This is an optimization exercise on Yosys and OpenROAD, whose aim is small area, a short achievable clock period and few clock cycles, not a production implementation.
The RTL was checked by simulation tests, not by an equivalence proof against the original design.
No activity file was given, so power comes from the tool's default toggle rates.

File: design/flow/constraint.sdc
create_clock -name core_clock -period 10.0 [get_ports {clk}]
set_input_delay 2.0000 -clock core_clock [delete_from_list [all_inputs] [get_ports {clk}]]
set_output_delay 2.0000 -clock core_clock [all_outputs]
set_load 0.01 [all_outputs]
File: design/flow/run.sh
#!/bin/bash
# synth_recipe.tcl (not shown) runs the flow's synth.tcl, then flattens the netlist and writes it again
# the make line also repeats each setting of config.mk as NAME=value (left out here)
make -C /OpenROAD-flow-scripts/flow DESIGN_CONFIG=/design/flow/config.mk WORK_HOME=/design/flow/orfs CLKGATE_MAP_FILE= SYNTH_SCRIPT=/design/flow/synth_recipe.tcl finish
File: design/flow/design.v
`timescale 1ns / 1ps
module line_drawer (
    input             clk,
    input             rst_,
    input      [51:0] in_op,
    input             in_rts,
    output            in_rtr,
    output            v_valid,
    output     [8:0]  v_y,
    output     [6:0]  v_xg,
    output     [7:0]  v_mask,
    output     [11:0] v_col,
    input             v_take,
    output            busy
);
    localparam S_IDLE = 2'd0, S_DIFF = 2'd1, S_ORDER = 2'd2, S_DRAW = 2'd3;
    reg [1:0]  state;
    reg [9:0]  x1, x2;
    reg [7:0]  y1, y2;
    reg [11:0] col;
    reg [7:0]  adx, ady;
    reg        xgt, xlt, ygt, ylt;
    reg        xmaj, mdec;
    reg [7:0]  cnt, m;
    reg signed [8:0] d;
    reg signed [9:0] err;
    assign in_rtr = (state == S_IDLE);
    reg        gval, gclosed;
    reg [7:0]  gy;
    reg [6:0]  gxg;
    reg [7:0]  gmask;
    reg [11:0] gcol;
    wire drawing = (state == S_DRAW);
    wire last    = (cnt == 8'd0);
    wire same    = (gy == y1) && (gxg == x1[9:3]);
    wire [7:0] pbit = 8'd1 << x1[2:0];
    wire load_new = !gval || (gclosed && v_take);
    wire pix_ok  = drawing && (load_new || (gval && !gclosed && same));
    assign v_valid = gval && gclosed;
    assign v_y     = {1'b0, gy};
    assign v_xg    = gxg;
    assign v_mask  = gmask;
    assign v_col   = gcol;
    assign busy    = (state != S_IDLE) || gval;
    wire [9:0] ddx = x2 - x1;
    wire [9:0] ndx = x1 - x2;
    wire [7:0] ddy = y2 - y1;
    wire [7:0] ndy = y1 - y2;
    wire       dxge = (adx >= ady);
    wire       swp  = dxge ? xgt : ygt;
    always @(posedge clk or negedge rst_) begin
        if (!rst_) begin
            state <= S_IDLE;
        end else begin
            case (state)
                S_IDLE:  if (in_rts) state <= S_DIFF;
                S_DIFF:  state <= S_ORDER;
                S_ORDER: state <= S_DRAW;
                S_DRAW:  if (pix_ok && last) state <= S_IDLE;
            endcase
        end
    end
    always @(posedge clk) begin
        case (state)
            S_IDLE: if (in_rts) begin
                x1  <= in_op[51:42];
                y1  <= in_op[39:32];
                x2  <= in_op[31:22];
                y2  <= in_op[19:12];
                col <= in_op[11:0];
            end
            S_DIFF: begin
                xgt <= (x1 > x2);
                xlt <= (x1 < x2);
                ygt <= (y1 > y2);
                ylt <= (y1 < y2);
                adx <= (x1 > x2) ? ndx[7:0] : ddx[7:0];
                ady <= (y1 > y2) ? ndy : ddy;
            end
            S_ORDER: begin
                xmaj <= dxge;
                if (swp) begin
                    x1 <= x2;
                    y1 <= y2;
                end
                mdec <= dxge ? (swp ? !ygt : !ylt) : (swp ? !xgt : !xlt);
                cnt  <= dxge ? adx : ady;
                m    <= dxge ? ady : adx;
                d    <= dxge ? ({1'b0, ady} - {1'b0, adx}) : ({1'b0, adx} - {1'b0, ady});
                err  <= dxge ? ({2'b0, ady} - {2'b0, adx}) : ({2'b0, adx} - {2'b0, ady});
            end
            S_DRAW: if (pix_ok && !last) begin
                cnt <= cnt - 8'd1;
                if (xmaj) begin
                    x1 <= x1 + 10'd1;
                    if (!err[9]) y1 <= mdec ? y1 - 8'd1 : y1 + 8'd1;
                end else begin
                    y1 <= y1 + 8'd1;
                    if (!err[9]) x1 <= mdec ? x1 - 10'd1 : x1 + 10'd1;
                end
                err <= err + (err[9] ? {2'b0, m} : {d[8], d});
            end
        endcase
    end
    always @(posedge clk or negedge rst_) begin
        if (!rst_) begin
            gval    <= 1'b0;
            gclosed <= 1'b0;
        end else begin
            if (pix_ok) begin
                gval    <= 1'b1;
                gclosed <= last;
            end else if (drawing && gval && !gclosed) begin
                gclosed <= 1'b1;             
            end else if (v_take) begin
                gval    <= 1'b0;
                gclosed <= 1'b0;
            end
        end
    end
    always @(posedge clk) begin
        if (pix_ok) begin
            gy  <= y1;
            gxg <= x1[9:3];
            gcol <= col;
            gmask <= load_new ? pbit : (gmask | pbit);
        end
    end
endmodule
`timescale 1ns / 1ps
module circle_drawer (
    input             clk,
    input             rst_,
    input      [41:0] in_op,
    input             in_rts,
    output            in_rtr,
    output            v_valid,
    output     [8:0]  v_y,
    output     [6:0]  v_xg,
    output     [7:0]  v_mask,
    output     [11:0] v_col,
    input             v_take,
    output            busy
);
    localparam S_IDLE = 2'd0, S_OCT = 2'd1, S_DRAW = 2'd2;
    reg [1:0]  state;
    reg [9:0]  x0;
    reg [8:0]  y0;
    reg [6:0]  r;
    reg [11:0] col;
    reg [2:0]  oct;
    reg [6:0]  cx, cy;      
    reg [6:0]  k;           
    reg signed [8:0] t;
    reg [9:0]  px;
    reg [8:0]  py;
    assign in_rtr = (state == S_IDLE);
    reg        gval, gclosed;
    reg [8:0]  gy;
    reg [6:0]  gxg;
    reg [7:0]  gmask;
    reg [11:0] gcol;
    wire drawing = (state == S_DRAW);
    wire lastpx  = (k == 7'd0);
    wire last    = lastpx && (oct == 3'd7);
    wire same    = (gy == py) && (gxg == px[9:3]);
    wire [7:0] pbit = 8'd1 << px[2:0];
    wire load_new = !gval || (gclosed && v_take);
    wire pix_ok  = drawing && (load_new || (gval && !gclosed && same));
    assign v_valid = gval && gclosed;
    assign v_y     = gy;
    assign v_xg    = gxg;
    assign v_mask  = gmask;
    assign v_col   = gcol;
    assign busy    = (state != S_IDLE) || gval;
    wire       sx_p = (oct == 3'd0) || (oct == 3'd7);
    wire       sx_m = (oct == 3'd3) || (oct == 3'd4);
    wire       sy_p = (oct == 3'd1) || (oct == 3'd2);
    wire       sy_m = (oct == 3'd5) || (oct == 3'd6);
    wire [9:0] rx   = (sx_p || sx_m) ? {3'b0, r} : 10'd0;
    wire [8:0] ry   = (sy_p || sy_m) ? {2'b0, r} : 9'd0;
    wire xdec = !t[8];
    wire mv_x  = xdec ? (oct == 3'd0 || oct == 3'd3 || oct == 3'd4 || oct == 3'd7)
                      : (oct == 3'd1 || oct == 3'd2 || oct == 3'd5 || oct == 3'd6);
    wire mv_dn = xdec ? (oct == 3'd0 || oct == 3'd1 || oct == 3'd2 || oct == 3'd7)
                      : (oct == 3'd2 || oct == 3'd4 || oct == 3'd5 || oct == 3'd7);
    always @(posedge clk or negedge rst_) begin
        if (!rst_) begin
            state <= S_IDLE;
            oct   <= 3'd0;
        end else begin
            case (state)
                S_IDLE: if (in_rts) begin
                    state <= S_OCT;
                    oct   <= 3'd0;
                end
                S_OCT: state <= S_DRAW;
                S_DRAW: if (pix_ok && lastpx) begin
                    state <= (oct == 3'd7) ? S_IDLE : S_OCT;
                    oct   <= oct + 3'd1;
                end
            endcase
        end
    end
    always @(posedge clk) begin
        case (state)
            S_IDLE: if (in_rts) begin
                x0  <= in_op[41:32];
                y0  <= in_op[30:22];
                r   <= in_op[18:12];
                col <= in_op[11:0];
            end
            S_OCT: begin
                cx <= r;
                cy <= 7'd0;
                k  <= r;
                t  <= 9'd1 - {2'b0, r};
                px <= sx_m ? x0 - rx : x0 + rx;
                py <= sy_m ? y0 - ry : y0 + ry;
            end
            S_DRAW: if (pix_ok && !lastpx) begin
                k <= k - 7'd1;
                if (xdec) begin
                    cx <= cx - 7'd1;
                    t  <= t + 9'd2 - {1'b0, cx, 1'b0};
                end else begin
                    cy <= cy + 7'd1;
                    t  <= t + {1'b0, cy, 1'b0} + 9'd3;
                end
                if (mv_x) px <= mv_dn ? px - 10'd1 : px + 10'd1;
                else      py <= mv_dn ? py - 9'd1 : py + 9'd1;
            end
            default: ;
        endcase
    end
    always @(posedge clk or negedge rst_) begin
        if (!rst_) begin
            gval    <= 1'b0;
            gclosed <= 1'b0;
        end else begin
            if (pix_ok) begin
                gval    <= 1'b1;
                gclosed <= last;
            end else if (drawing && gval && !gclosed) begin
                gclosed <= 1'b1;
            end else if (v_take) begin
                gval    <= 1'b0;
                gclosed <= 1'b0;
            end
        end
    end
    always @(posedge clk) begin
        if (pix_ok) begin
            gy   <= py;
            gxg  <= px[9:3];
            gcol <= col;
            gmask <= load_new ? pbit : (gmask | pbit);
        end
    end
endmodule
`timescale 1ns / 1ps
module read_modify_write_engine (
    input             clk,
    input             rst_,
    input             l_valid,
    input      [8:0]  l_y,
    input      [6:0]  l_xg,
    input      [7:0]  l_mask,
    input      [11:0] l_col,
    output            l_take,
    input             c_valid,
    input      [8:0]  c_y,
    input      [6:0]  c_xg,
    input      [7:0]  c_mask,
    input      [11:0] c_col,
    output            c_take,
    output reg [16:0] mem_addr,
    output reg [3:0]  mem_wben,
    output reg [31:0] mem_wdata,
    input      [31:0] mem_rdata,
    output            busy
);
    reg        nv;
    reg [16:0] nB;
    reg [7:0]  nmask;
    reg [11:0] ncol;
    reg        nrd;
    reg        prio_c;
    wire pick_c = c_valid && (prio_c || !l_valid);
    assign c_take = !nv && pick_c;
    assign l_take = !nv && l_valid && !pick_c;
    wire [8:0]  sy    = pick_c ? c_y    : l_y;
    wire [6:0]  sxg   = pick_c ? c_xg   : l_xg;
    wire [7:0]  smask = pick_c ? c_mask : l_mask;
    wire [11:0] scol  = pick_c ? c_col  : l_col;
    wire [16:0] sB    = {sy, 8'b0} - {4'b0, sy, 4'b0} + {9'b0, sxg, 1'b0} + {10'b0, sxg};
    wire        spart = (smask[0] ^ smask[1]) | (smask[2] ^ smask[3])
                      | (smask[4] ^ smask[5]) | (smask[6] ^ smask[7]);
    reg        cv;
    reg [16:0] cA;
    reg [1:0]  cidx;
    reg [7:0]  cmask;
    reg [11:0] ccol;
    reg        crd;
    reg        p0_rd;
    reg [7:0]  p0_mask;
    reg [3:0]  p0_nib;
    reg        t1_v, t2_v, t3_v;
    reg [16:0] t1_a, t2_a, t3_a;
    reg [7:0]  t1_m, t2_m, t3_m;
    reg [3:0]  t1_n, t2_n, t3_n;
    reg [31:0] rd_q;
    wire hazard = (p0_rd && mem_addr == cA) || (t1_v && t1_a == cA) || (t2_v && t2_a == cA);
    wire issue  = cv && !t3_v && !hazard;
    wire cdone  = issue && (cidx == 2'd2);
    wire cload  = nv && (!cv || cdone);
    wire [3:0] cnib = (cidx == 2'd0) ? ccol[11:8] : (cidx == 2'd1) ? ccol[7:4] : ccol[3:0];
    function [3:0] bytes_of;
        input [7:0] m;
        bytes_of = {m[7] | m[6], m[5] | m[4], m[3] | m[2], m[1] | m[0]};
    endfunction
    function [31:0] merge;
        input [31:0] old;
        input [7:0]  m;
        input [3:0]  n;
        integer i;
        begin
            for (i = 0; i < 8; i = i + 1)
                merge[4*i +: 4] = m[i] ? n : old[4*i +: 4];
        end
    endfunction
    assign busy = nv || cv || p0_rd || t1_v || t2_v || t3_v || (mem_wben != 4'b0);
    always @(posedge clk or negedge rst_) begin
        if (!rst_) begin
            nv     <= 1'b0;
            prio_c <= 1'b0;
            cv     <= 1'b0;
            p0_rd  <= 1'b0;
            t1_v   <= 1'b0;
            t2_v   <= 1'b0;
            t3_v   <= 1'b0;
            mem_wben <= 4'b0;
        end else begin
            if (!nv && (l_valid || c_valid)) begin
                nv     <= 1'b1;
                prio_c <= !pick_c;
            end else if (cload) begin
                nv <= 1'b0;
            end
            if (cload)      cv <= 1'b1;
            else if (cdone) cv <= 1'b0;
            t1_v <= p0_rd;
            t2_v <= t1_v;
            t3_v <= t2_v;
            if (t3_v) begin
                mem_wben <= bytes_of(t3_m);
                p0_rd    <= 1'b0;
            end else if (issue) begin
                mem_wben <= crd ? 4'b0 : bytes_of(cmask);
                p0_rd    <= crd;
            end else begin
                mem_wben <= 4'b0;
                p0_rd    <= 1'b0;
            end
        end
    end
    always @(posedge clk) begin
        rd_q <= mem_rdata;
        if (!nv) begin
            nB    <= sB;
            nmask <= smask;
            ncol  <= scol;
            nrd   <= spart;
        end
        if (cload) begin
            cA    <= nB;
            cidx  <= 2'd0;
            cmask <= nmask;
            ccol  <= ncol;
            crd   <= nrd;
        end else if (issue) begin
            cA    <= cA + 17'd1;
            cidx  <= cidx + 2'd1;
        end
        t1_a <= mem_addr; t1_m <= p0_mask; t1_n <= p0_nib;
        t2_a <= t1_a;     t2_m <= t1_m;    t2_n <= t1_n;
        t3_a <= t2_a;     t3_m <= t2_m;    t3_n <= t2_n;
        if (t3_v) begin
            mem_addr  <= t3_a;
            mem_wdata <= merge(rd_q, t3_m, t3_n);
        end else if (issue) begin
            mem_addr  <= cA;
            mem_wdata <= {8{cnib}};
            p0_mask   <= cmask;
            p0_nib    <= cnib;
        end
    end
endmodule
`timescale 1ns / 1ps
module draw_subsystem(
    input               clk,
    input               rst_,
    input  [51:0]       line_op,
    input               line_rts,
    output              line_rtr,
    input  [41:0]       circle_op,
    input               circle_rts,
    output              circle_rtr,
    output [16:0]       mem_addr,
    output [3:0]        mem_wben,
    output [31:0]       mem_wdata,
    input  [31:0]       mem_rdata,
    output              idle
    );
    wire        l_valid, l_take, l_busy;
    wire [8:0]  l_y;
    wire [6:0]  l_xg;
    wire [7:0]  l_mask;
    wire [11:0] l_col;
    wire        c_valid, c_take, c_busy;
    wire [8:0]  c_y;
    wire [6:0]  c_xg;
    wire [7:0]  c_mask;
    wire [11:0] c_col;
    wire        m_busy;
    assign idle = !l_busy && !c_busy && !m_busy;
    line_drawer ld (
        .clk(clk), .rst_(rst_),
        .in_op(line_op), .in_rts(line_rts), .in_rtr(line_rtr),
        .v_valid(l_valid), .v_y(l_y), .v_xg(l_xg), .v_mask(l_mask), .v_col(l_col),
        .v_take(l_take), .busy(l_busy)
    );
    circle_drawer cd (
        .clk(clk), .rst_(rst_),
        .in_op(circle_op), .in_rts(circle_rts), .in_rtr(circle_rtr),
        .v_valid(c_valid), .v_y(c_y), .v_xg(c_xg), .v_mask(c_mask), .v_col(c_col),
        .v_take(c_take), .busy(c_busy)
    );
    read_modify_write_engine rmw (
        .clk(clk), .rst_(rst_),
        .l_valid(l_valid), .l_y(l_y), .l_xg(l_xg), .l_mask(l_mask), .l_col(l_col), .l_take(l_take),
        .c_valid(c_valid), .c_y(c_y), .c_xg(c_xg), .c_mask(c_mask), .c_col(c_col), .c_take(c_take),
        .mem_addr(mem_addr), .mem_wben(mem_wben), .mem_wdata(mem_wdata), .mem_rdata(mem_rdata),
        .busy(m_busy)
    );
endmodule
File: design/flow/config.mk
export PLATFORM = sky130hd
export DESIGN_NAME = draw_subsystem
export DESIGN_NICKNAME = draw_subsystem
export VERILOG_FILES = /design/flow/design.v
export SDC_FILE = /design/flow/constraint.sdc
export NUM_CORES = 4
export LEC_CHECK = 0
export CAP_MARGIN = 20
export CORE_MARGIN = 2
export CORE_UTILIZATION = 40
export SLEW_MARGIN = 20
==> summary.md <==
| Metric | Value |
|---|---|
| Status | `finished clean` |
| Nets@finish | `2,714` |
| Setup Skew | `0.0591 ns` |
| Drt wl/cell | `17.5 um` |
| Most used DFF post-synth | `edfxtp_1` |
| Post-synth cell types | `71` |
| # IOs | `186` |
| Starting density of the core | `0.404` |
| Part of the Yosys area used for sequential elements | `0.563` |
| Post-CTS Setup Inserts | `0` |
| Die Y | `262 um` |
| Period utilisation layout | `0.527` |
| Worst stage delay on the critical path | `0.69 ns` |
| DRC | `0` |
| Pwr Density | `410 nW/um2` |
| Slew Viols, Final | `0` |
| Arr. time, crit path | `3.27 ns` |
| Biggest area consumer among synthesized cells | `edfxtp_1` |
| Area of the die | `68,600 um2` |
| Post-route ant nets | `0` |
| Worst endpoint required time | `8.00 ns` |
| CP Max Fanout | `6` |
| Global-route wire length before repair | `91.6 mm` |
| Clk latency of the worst-skew pair | `0.66 ns` |
| Initial DRC count | `1,021` |
| F_max | `190 MHz` |
| GPL Wtd Cong | `0.874` |
| Vias | `16,700` |
| Die X | `262 um` |
| Max Cap Viol | `0` |
| Clock Root Buffer | `clkbuf_16` |
| Antenna diodes | `0` |
| CTS buffer count | `59` |
| Slowest CP cell | `or4b_2` |
| Largest net degree at the start of global routing | `80` |
| Slew @ Worst Pin | `1.04 ns` |
| Fin crit period | `5.27 ns` |
| Final Hold Violating Endpoints | `0` |
| Core area | `65,700 um2` |
| CTS max path bufs | `3` |
| Routed WL | `57.8 mm` |
| Hold Crit Class | `reg2reg` |
| RSZ-0062 raised after global routing | `false` |
| 1st-pass router iterations | `5` |
| Hold Startpoint | `rmw.t2_m[0]` |
| Synth Register Bits | `543` |
| Met2 GRT Util | `0.285` |
| Max rail drop VDD | `0.325 mV` |
| Reg clk slew, reported paths | `0.06 ns` |
| Avg Cell Area, Syn | `11.9 um2` |
| Slew headroom | `0.308` |
| CP startpoint kind | `register` |
| GR Util met1 | `0.223` |
| Post-CTS sizing | `0` |
| Post-synth EDFFs | `400` |
| Post-CTS Hold Fix Bufs | `0` |
| Vias in the first global route | `17,100` |
| Worst r2r src | `ld.gclosed` |
| Row count | `94` |
| Fraction of layout cells with a size suffix above 1 | `0.0827` |
| Vias/cell | `5.04` |
| Mapped Cells | `2,232` |
| Gr ovfl total | `0` |
| HPWL after detailed placement | `42.0 mm` |
| Initial antenna violation count | `0` |
| CTS tree | `done` |
| Leak Pwr | `12.3 nW` |
| Final setup vio count | `0` |
| Top post-synthesis cells by area | `edfxtp_1, dfxtp_1, ha_1` |
| Area share of the largest cell type after synthesis | `0.452` |
| Worst setup startpoint | `ld.state[0]` |
| Crit path capture type | `primary output` |
| FFs w/ async S/R, synth | `0.0405` |
| Final core utilization | `0.478` |
| Ys Warns | `3` |
| Setup total negative slack | `0 ns` |
| Grt met3 use | `0.0236` |
| GR peak layer | `met2` |
| Crit Path Class | `reg2out` |
| Net Count, Synth | `2,553` |
| GRT Total Usage | `0.168` |
| Port Buffers | `177` |
| Num Clock Sinks | `543` |
| H-tree Lvls | `2` |
| Area Growth Syn to Fin | `18.2%` |
| Mapped Area | `26,600 um2` |
| Crit-path cells | `inv_1, ha_1, or4b_2, nor4_1, clkdlybuf4s50_1` |
## layer usage
metal | up-vias | routed length (um)
li1 | 8262 | -
met1 | 7981 | 26400
met2 | 327 | 27600
met3 | 94 | 2270
met4 | 0 | 1480
met5 | - | 0
## cells by family (layout without fill, tap and decap cells)
| logic type | Yosys count | in the layout | synth area share |
|---|---|---|---|
| compound gates | 408 | 408 | 0.0935 |
| fa+ha+maj | 191 | 191 | 0.0947 |
| xor+xnor | 222 | 222 | 0.0731 |
| flops | 543 | 543 | 0.563 |
| buf+inv | 241 | 453 | 0.0362 |
| mux | 132 | 132 | 0.0524 |
| simple gates | 495 | 495 | 0.0866 |
## worst max-delay path: cells and delay by family (launching register included)
kind / cells / cell delay, ns
simple gates: 2 / 1.20
flops: 1 / 0.40
buf+inv: 2 / 0.75
fa+ha+maj: 1 / 0.30
## path summary, 6_finish.rpt
| check | end | slack [ns] | cells after the start |
|---|---|---|---|
| setup / recovery | idle | 4.73 | 5 |
| hold / removal | rmw.t3_m[0] | 0.32 | 0 |
| setup reg to reg | rmw.nB[15] | 5.58 | 15 |
| hold reg to reg | rmw.t3_m[0] | 0.32 | 0 |
| max in group asynchronous | ld.state[0] | 7.92 | 2 |
| min in group asynchronous | rmw.p0_rd | 1.74 | 2 |
## sequential cells by signal, indices dropped and copies added (netlist names), 12 cells and up
signal	cells
rmw.mem_wdata	32
rmw.rd_q	32
rmw.cA	17
rmw.mem_addr	17
rmw.nB	17
rmw.t1_a	17
rmw.t2_a	17
rmw.t3_a	17
cd.col	12
cd.gcol	12
ld.col	12
ld.gcol	12
rmw.ccol	12
rmw.ncol	12
## layout make-up
type | count | area [um2]
Clock buffer | 81 | 1750
Timing Repair Buffer | 192 | 1920
Multi-Input combinational cell | 1448 | 10700
Clock inverter | 31 | 450
Fill cell | 5836 | 34300
Sequential cell | 543 | 15000
Tap cell | 864 | 1080
Inverter | 149 | 559
## layout by cell type, fill, tap and decap left out, drive strengths merged, types with 95 or more instances in the layout
| cell type | Yosys | final |
|---|---|---|
| xnor2 | 127 | 127 |
| o21ai | 116 | 116 |
| dfxtp | 121 | 121 |
| ha | 174 | 174 |
| nor2 | 108 | 108 |
| nand2 | 204 | 204 |
| xor2 | 95 | 95 |
| edfxtp | 400 | 400 |
| a21oi | 141 | 141 |
| clkdlybuf4s50 | 0 | 177 |
| inv | 149 | 151 |
## per-stage QoR
stage          area, um2  setup WS [ns]  cells  hold WS [ns]  total power (W)
2_1_floorplan      26600           5.77   2232         0.310          0.00884
3_3_place_gp       29200           5.45   3194         0.312           0.0103
3_5_place_dp       29200           5.40   3194         0.312           0.0105
4_1_cts            31400           4.72   3306         0.321           0.0130
5_1_grt            31400           4.65   3308         0.325           0.0139
6_report           31400           4.73   3308         0.319           0.0129
## cell usage after synthesis (12+ instances only)
cell	count
edfxtp_1	400
nand2_1	204
ha_1	174
inv_1	149
a21oi_1	141
xnor2_1	127
dfxtp_1	121
o21ai_0	113
nor2_1	108
xor2_1	95
mux2i_1	77
mux2_2	54
clkbuf_1	40
a21o_1	33
nand3_1	28
nor2b_1	26
nor3_1	26
nand4_1	25
buf_1	23
dfrtp_1	22
buf_2	21
a22oi_1	17
fa_1	17
nor4_1	16
nand2b_1	15
o21bai_1	12
## power by group
| group | internal, W | switching (W) |
|---|---|---|
| logic | 0.00261 | 0.00333 |
| clock network | 0.00144 | 0.000935 |
| registers | 0.00384 | 0.000726 |
| total | 0.00789 | 0.00500 |
Testbench counts, summed over its fixed seeds: cycles 95,429.

-- port drivers added, routing unchanged --
The flow's constraints put no driver on any port. The routed layout listed below was extracted and timed again, unchanged, in two steps. Step 1: set_driving_cell puts a clkbuf_16 on clk and a buf_2 on each other input, an assumption about the parent block. Step 2 times the ports against the registers' clock, not the clock port: input delays grow and output delays shrink by t, the midpoint of the rising clock arrivals with the driver on. Slacks: ideal / step 1 / step 2; pairs: ideal / step 1.
t (ns): 0.692
setup slack, ns: 4.733 / 4.673 / 5.365
worst setup path at the end: register to output
worst slew at a driven data input, ns: 0.06
pins driven straight from the clock port: 1
After both steps this run still meets setup and hold. For this run, drivers alone change the setup slack by -0.060 ns; drivers and shift together by +0.632 ns.
